This design comes from an exercise in tuning for small area on the open sky130 flow, not from production work. At most, simulation tests tie the RTL to the original design; equivalence was not proved. No functional check of the RTL was part of run 1. Power is estimated from default activity; no workload was simulated.

==> flow/design.v (outline; a module is shown in full before it is edited, if it fits) <==
// module fir16_top: 821 lines
// module fir16_fa: 6 lines
// module fir16_ha: 6 lines
module fir16_top (clk, reset, sample_in, y_out);
  // ...
==> flow/run.sh <==
#!/bin/bash
# synth_recipe.tcl (not shown) runs the flow's synth.tcl, then flattens the netlist and writes it again
# the make line also repeats each setting of config.mk as NAME=value (left out here)
make -C /OpenROAD-flow-scripts/flow DESIGN_CONFIG=/design/flow/config.mk WORK_HOME=/design/flow/orfs CLKGATE_MAP_FILE= SYNTH_SCRIPT=/design/flow/synth_recipe.tcl finish
==> flow/config.mk <==
export PLATFORM = sky130hd
export DESIGN_NAME = fir16_top
export DESIGN_NICKNAME = fir16_top
export VERILOG_FILES = /design/flow/design.v
export SDC_FILE = /design/flow/constraint.sdc
export NUM_CORES = 4
export LEC_CHECK = 0
export ABC_AREA = 1
export CAP_MARGIN = 20
export CORE_MARGIN = 2
export CORE_UTILIZATION = 40
export CTS_BUF_LIST = sky130_fd_sc_hd__clkbuf_4 sky130_fd_sc_hd__clkbuf_8
export CTS_CLUSTER_DIAMETER = 60
export CTS_CLUSTER_SIZE = 12
export SLEW_MARGIN = 20
export SYNTH_HIERARCHICAL = 1
export SYNTH_MINIMUM_KEEP_SIZE = 0
==> flow/constraint.sdc <==
create_clock -name core_clock -period 8.0 [get_ports {clk}]
set_input_delay 1.6000 -clock core_clock [delete_from_list [all_inputs] [get_ports {clk}]]
set_output_delay 1.6000 -clock core_clock [all_outputs]
set_load 0.01 [all_outputs]
==> impl_metrics.env, run 1 <==
export IMPL_pg_comb_mw=1.19
export IMPL_ys_ff_latch=313
export IMPL_fin_crit_sh_pct=95.3
export IMPL_drive_above_1_share_pct=3.48
export IMPL_cts_sinks=313
export IMPL_synth_area_mm2=0.0201
export IMPL_clk_share_pct=3.40
export IMPL_synth_top_family_by_area="adder cells"
export IMPL_hold_class="reg -> reg"
export IMPL_fin_cells=2398
export IMPL_use_met3_pct=2.99
export IMPL_synth_xor_area_share_pct=0
export IMPL_setup_viol=0
export IMPL_power_frac_seq_pct=41.3
export IMPL_ys_flop_type="dfxtp_1"
export IMPL_r2r_start="tap2[0]"
export IMPL_worstReg2RegEnd="r_n729"
export IMPL_io_pin_count=54
export IMPL_worstPathArrival_ns=6.02
export IMPL_syn_nets=2237
export IMPL_outcome="no timing/DRC/antenna violations"
export IMPL_yosys_top_cells_count="fa_1, inv_1, dfxtp_1, nor2_1, ha_1"
export IMPL_final_setup_tns_ns=0
export IMPL_multi_input_area_mm2=0.0117
export IMPL_tightest_slew_ns=1.00
export IMPL_drt_iter0_drc=461
==> run 2: changes to the inputs <==
--- a/flow/design.v
+++ b/flow/design.v
@@ -16,51 +16,45 @@
     reg [15:0] tap10;
     reg [15:0] tap11;
     reg [15:0] tap12;
     reg [15:0] tap13;
     reg [15:0] tap14;
     reg [15:0] tap15;
     reg [15:0] tap16;
     always @(posedge clk) begin
+        tap1 <= tap0;
+        tap3 <= tap2;
+        tap5 <= tap4;
+        tap7 <= tap6;
+        tap9 <= tap8;
+        tap11 <= tap10;
+        tap13 <= tap12;
+        tap15 <= tap14;
+    end
+    always @(posedge clk) begin
         if (reset) begin
             tap0 <= 16'h0000;
-            tap1 <= 16'h0000;
             tap2 <= 16'h0000;
-            tap3 <= 16'h0000;
             tap4 <= 16'h0000;
-            tap5 <= 16'h0000;
             tap6 <= 16'h0000;
-            tap7 <= 16'h0000;
             tap8 <= 16'h0000;
-            tap9 <= 16'h0000;
             tap10 <= 16'h0000;
-            tap11 <= 16'h0000;
             tap12 <= 16'h0000;
-            tap13 <= 16'h0000;
             tap14 <= 16'h0000;
-            tap15 <= 16'h0000;
             tap16 <= 16'h0000;
         end else begin
             tap0 <= sample_in;
-            tap1 <= tap0;
             tap2 <= tap1;
-            tap3 <= tap2;
             tap4 <= tap3;
-            tap5 <= tap4;
             tap6 <= tap5;
-            tap7 <= tap6;
             tap8 <= tap7;
-            tap9 <= tap8;
             tap10 <= tap9;
-            tap11 <= tap10;
             tap12 <= tap11;
-            tap13 <= tap12;
             tap14 <= tap13;
-            tap15 <= tap14;
             tap16 <= tap15;
         end
     end
     wire n1, n2, n3, n4, n5, n6, n7, n8, n9, n10, n11, n12, n13, n14, n15, n16;
     wire n17, n18, n19, n20, n21, n22, n23, n24, n25, n26, n27, n28, n29, n30, n31, n32;
     wire n33, n34, n35, n36, n37, n38, n39, n40, n41, n42, n43, n44, n45, n46, n47, n48;
     wire n49, n50, n51, n52, n53, n54, n55, n56, n57, n58, n59, n60, n61, n62, n63, n64;
     wire n65, n66, n67, n68, n69, n70, n71, n72, n73, n74, n75, n76, n77, n78, n79, n80;
==> flow/config.mk (replaced) <==
export PLATFORM = sky130hd
export DESIGN_NAME = fir16_top
export DESIGN_NICKNAME = fir16_top
export VERILOG_FILES = /design/flow/design.v
export SDC_FILE = /design/flow/constraint.sdc
export NUM_CORES = 4
export LEC_CHECK = 0
export CAP_MARGIN = 20
export CORE_MARGIN = 2
export CORE_UTILIZATION = 40
export CTS_BUF_LIST = sky130_fd_sc_hd__clkbuf_8
export CTS_CLUSTER_DIAMETER = 80
export CTS_CLUSTER_SIZE = 16
export SLEW_MARGIN = 20
export SYNTH_HIERARCHICAL = 1
export SYNTH_MINIMUM_KEEP_SIZE = 0
==> impl_metrics.env, run 2 <==
export IMPL_outcome="no timing/DRC/antenna violations"
export IMPL_drc_errors=0
export IMPL_coreArea_mm2=0.0465
export IMPL_hold_viol=0
export IMPL_synthTopCellsByArea="fa_1, dfxtp_1, nor2b_1, inv_1, ha_1"
export IMPL_netlist_area_leader_share_pct=52.5
export IMPL_grt_pass1_vias=10200
export IMPL_antenna_found_initial=0
export IMPL_crit_required_ns=6.40
export IMPL_area_delta_synth_final_pct=7.75
export IMPL_cts_hold_buf=0
export IMPL_synth_enable_flop_cells=0
export IMPL_yosysUniqueCellTypes=12
export IMPL_r2r_start="tap11[0]"
export IMPL_ys_seq_area_share_pct=33.3
export IMPL_grt_max_degree=114
export IMPL_crit_path_end_kind="output pin"
export IMPL_grt_usage_pct=15.3
export IMPL_final_cell_mix="fa_1, dfxtp_1, inv_1, nor2b_1, ha_1"
export IMPL_clk_pin_slew_ns=0.10
export IMPL_tightest_slew_ns=0.897
export IMPL_cts_sinks=313
export IMPL_syn_nets=1818
export IMPL_wl_per_cell_um=18.5
export IMPL_rsz0062_at_grt="no"
export IMPL_dr_pass1_iters=4
export IMPL_yosysTopAreaCell="fa_1"
export IMPL_setup_viol=0
export IMPL_routed_wl_mm=35.2
export IMPL_yosysWarnings=7
export IMPL_powerDensity_mw_per_mm2=272
export IMPL_grt_pass1_wl_mm=56.3
export IMPL_design_die_area_mm2=0.0488
export IMPL_p_leak_nw=9.33
export IMPL_crit_start="r_n690"
export IMPL_cts_tree="built"
export IMPL_worstPathArrival_ns=6.08
export IMPL_clockRootBuffer="clkbuf_8"
export IMPL_startpoint_type="register"
export IMPL_final_area_mm2=0.0203
export IMPL_ctsHtreeMaxLevel=1
export IMPL_ys_flop_type="dfxtp_1"
export IMPL_slew_violations=0
export IMPL_fmax_ghz=0.130
export IMPL_vias=8459
export IMPL_cap_violations=0
export IMPL_clockBufferDepth=3
export IMPL_yosys_top_cells_count="fa_1, dfxtp_1, inv_1, nor2b_1, ha_1"
export IMPL_min_delay_start="tap4[8]"
export IMPL_start_util_pct=40.5
export IMPL_final_common_cell="fa_1"
export IMPL_insertion_delay_ns=0.63
export IMPL_fin_util_pct=43.6
export IMPL_cp_max_fo=1
export IMPL_synth_most_common_cell="fa_1"
export IMPL_synth_async_sr_flop_share_pct=0
export IMPL_placementRows=79
export IMPL_die_x_um=221
export IMPL_syn_instance_count=1258
export IMPL_ant_nets=0
export IMPL_dpl_cell_area_mm2=0.0198
export IMPL_p_total_mw=5.50
export IMPL_peakVddDrop_v=0.000225
export IMPL_via_per_inst=4.43
export IMPL_critPathKind="reg -> out"
export IMPL_synth_area_mm2=0.0188
export IMPL_drive_above_1_share_pct=3.07
export IMPL_dp_hpwl_mm=30.8
export IMPL_routabilityCongestion=0.871
export IMPL_clock_skew_ns=0.0681
export IMPL_syn_area_per_cell_um2=14.9
export IMPL_final_setup_tns_ns=0
export IMPL_numCtsBuffers=25
export IMPL_drt_iter0_drc=299
export IMPL_num_antenna_cells=0
export IMPL_fin_crit_ns=7.68
export IMPL_nNetsFinal=1855
export IMPL_io_buffers=53
export IMPL_hold_class="reg -> reg"
export IMPL_io_pin_count=54
export IMPL_grt_overflow=0
export IMPL_ys_ff_latch=313
export IMPL_fin_crit_sh_pct=96.0
export IMPL_max_slew_margin_pct=40.2
export IMPL_die_y_um=221
[run 2: metal layers]
metal,up-vias,GRT usage [%],share of wire (%)
met5,-,0,0
met4,0,3.75,2.4
met3,46,2.26,3.1
met2,114,25.8,51
met1,4599,20.8,43
li1,3700,-,-
[run 2: through the flow]
step | hold slack (ns) | cells | setup slack [ns]
2_1_floorplan | 0.310 | 1258 | 0.956
3_3_place_gp | 0.311 | 1874 | 0.505
3_5_place_dp | 0.312 | 1874 | 0.367
4_1_cts | 0.294 | 1908 | 0.0824
5_1_grt | 0.302 | 1909 | 0.0166
6_report | 0.305 | 1909 | 0.316
[run 2: what timing repair did]
action                                  4_1_cts  5_1_grt
pin swaps                                     1        0
setup buffers                                 0        1
endpoints found under the setup margin        9        9
hold endpoints to repair                      0        0
resized for setup                            12        7
[run 2: critical path: stages, from the launching register on]
cell and delay, ns:
dfxtp_1 0.32, inv_1 0.04, ha_1 0.20, fa_1 0.38
fa_1 0.39, fa_1 0.39, fa_1 0.39, fa_1 0.38
ha_1 0.20, fa_1 0.38, fa_1 0.37, ha_1 0.22
fa_1 0.37, inv_1 0.08, fa_1 0.16, inv_1 0.04
ha_1 0.18, inv_1 0.06, fa_1 0.17, fa_2 0.43
inv_1 0.06, dlygate4sd2_1 0.26
[run 2: path summary, 6_finish.rpt]
path	end	slack, ns	cells after the start
hold reg to reg	tap5[8]	0.30	0
hold / removal	tap5[8]	0.30	0
setup / recovery	y_out[27]	0.32	21
setup reg to reg	r_n729	0.50	18
[run 2: final cells by class]
| class | instances | area, um2 |
|---|---|---|
| Clock buffer | 27 | 372 |
| Clock inverter | 7 | 66.3 |
| Fill cell | 4300 | 26200 |
| Inverter | 173 | 649 |
| Multi-Input combinational cell | 727 | 11600 |
| Sequential cell | 313 | 6270 |
| Tap cell | 607 | 759 |
| Timing Repair Buffer | 55 | 527 |
[run 2: logic make-up (layout without fill, tap and decap cells)]
kind of cell	after synthesis	in the layout	synth area share, %
fa+ha+maj	542	542	55.7
flops	313	313	33.3
buf+inv	218	262	4.98
simple gates	184	184	5.90
xor+xnor	1	1	0.0466
[run 2: where the power goes]
group / switching (mW) / leakage [nW] / internal, mW
Clock: 0.523 / 0.225 / 0.316
Sequential: 0.0435 / 2.55 / 1.69
Combinational: 1.51 / 6.55 / 1.42
[run 2: Yosys stat by module, one instance, submodules excluded]
module	flops+latches	times used	cell area, um2
fir16_top	313	1	8520
fir16_fa	0	493	20.0
fir16_ha	0	33	12.5

## what the ideal ports hide
Ports are ideal in the flow. The routed layouts listed here were re-timed in OpenROAD. Step 1 (the two cells are an assumption about what drives the block):
set clk [get_ports {clk}]
set_driving_cell -lib_cell sky130_fd_sc_hd__clkbuf_16 $clk
set_driving_cell -lib_cell sky130_fd_sc_hd__buf_2 [delete_from_list [all_inputs] $clk]
Step 2 moves the port delays by t, midway between the first and last clock arrival at a register: inputs arrive t later, outputs are due t later. That takes back most of the time a late clock gives input paths. Three values: ideal, step 1, step 2; two values: the first two.
| run | t (ns) | setup slack, ns | slew at the worst register clock pin (ns) | worst data-port slew with drivers (ns) |
|---|---|---|---|---|
| run 1 | 0.627 | 0.377 / 0.329 / 0.544 | 0.08 / 0.08 | 0.05 |
| run 2 | 0.650 | 0.316 / 0.265 / 0.504 | 0.11 / 0.11 | 0.04 |
After both steps every run listed still meets setup and hold.
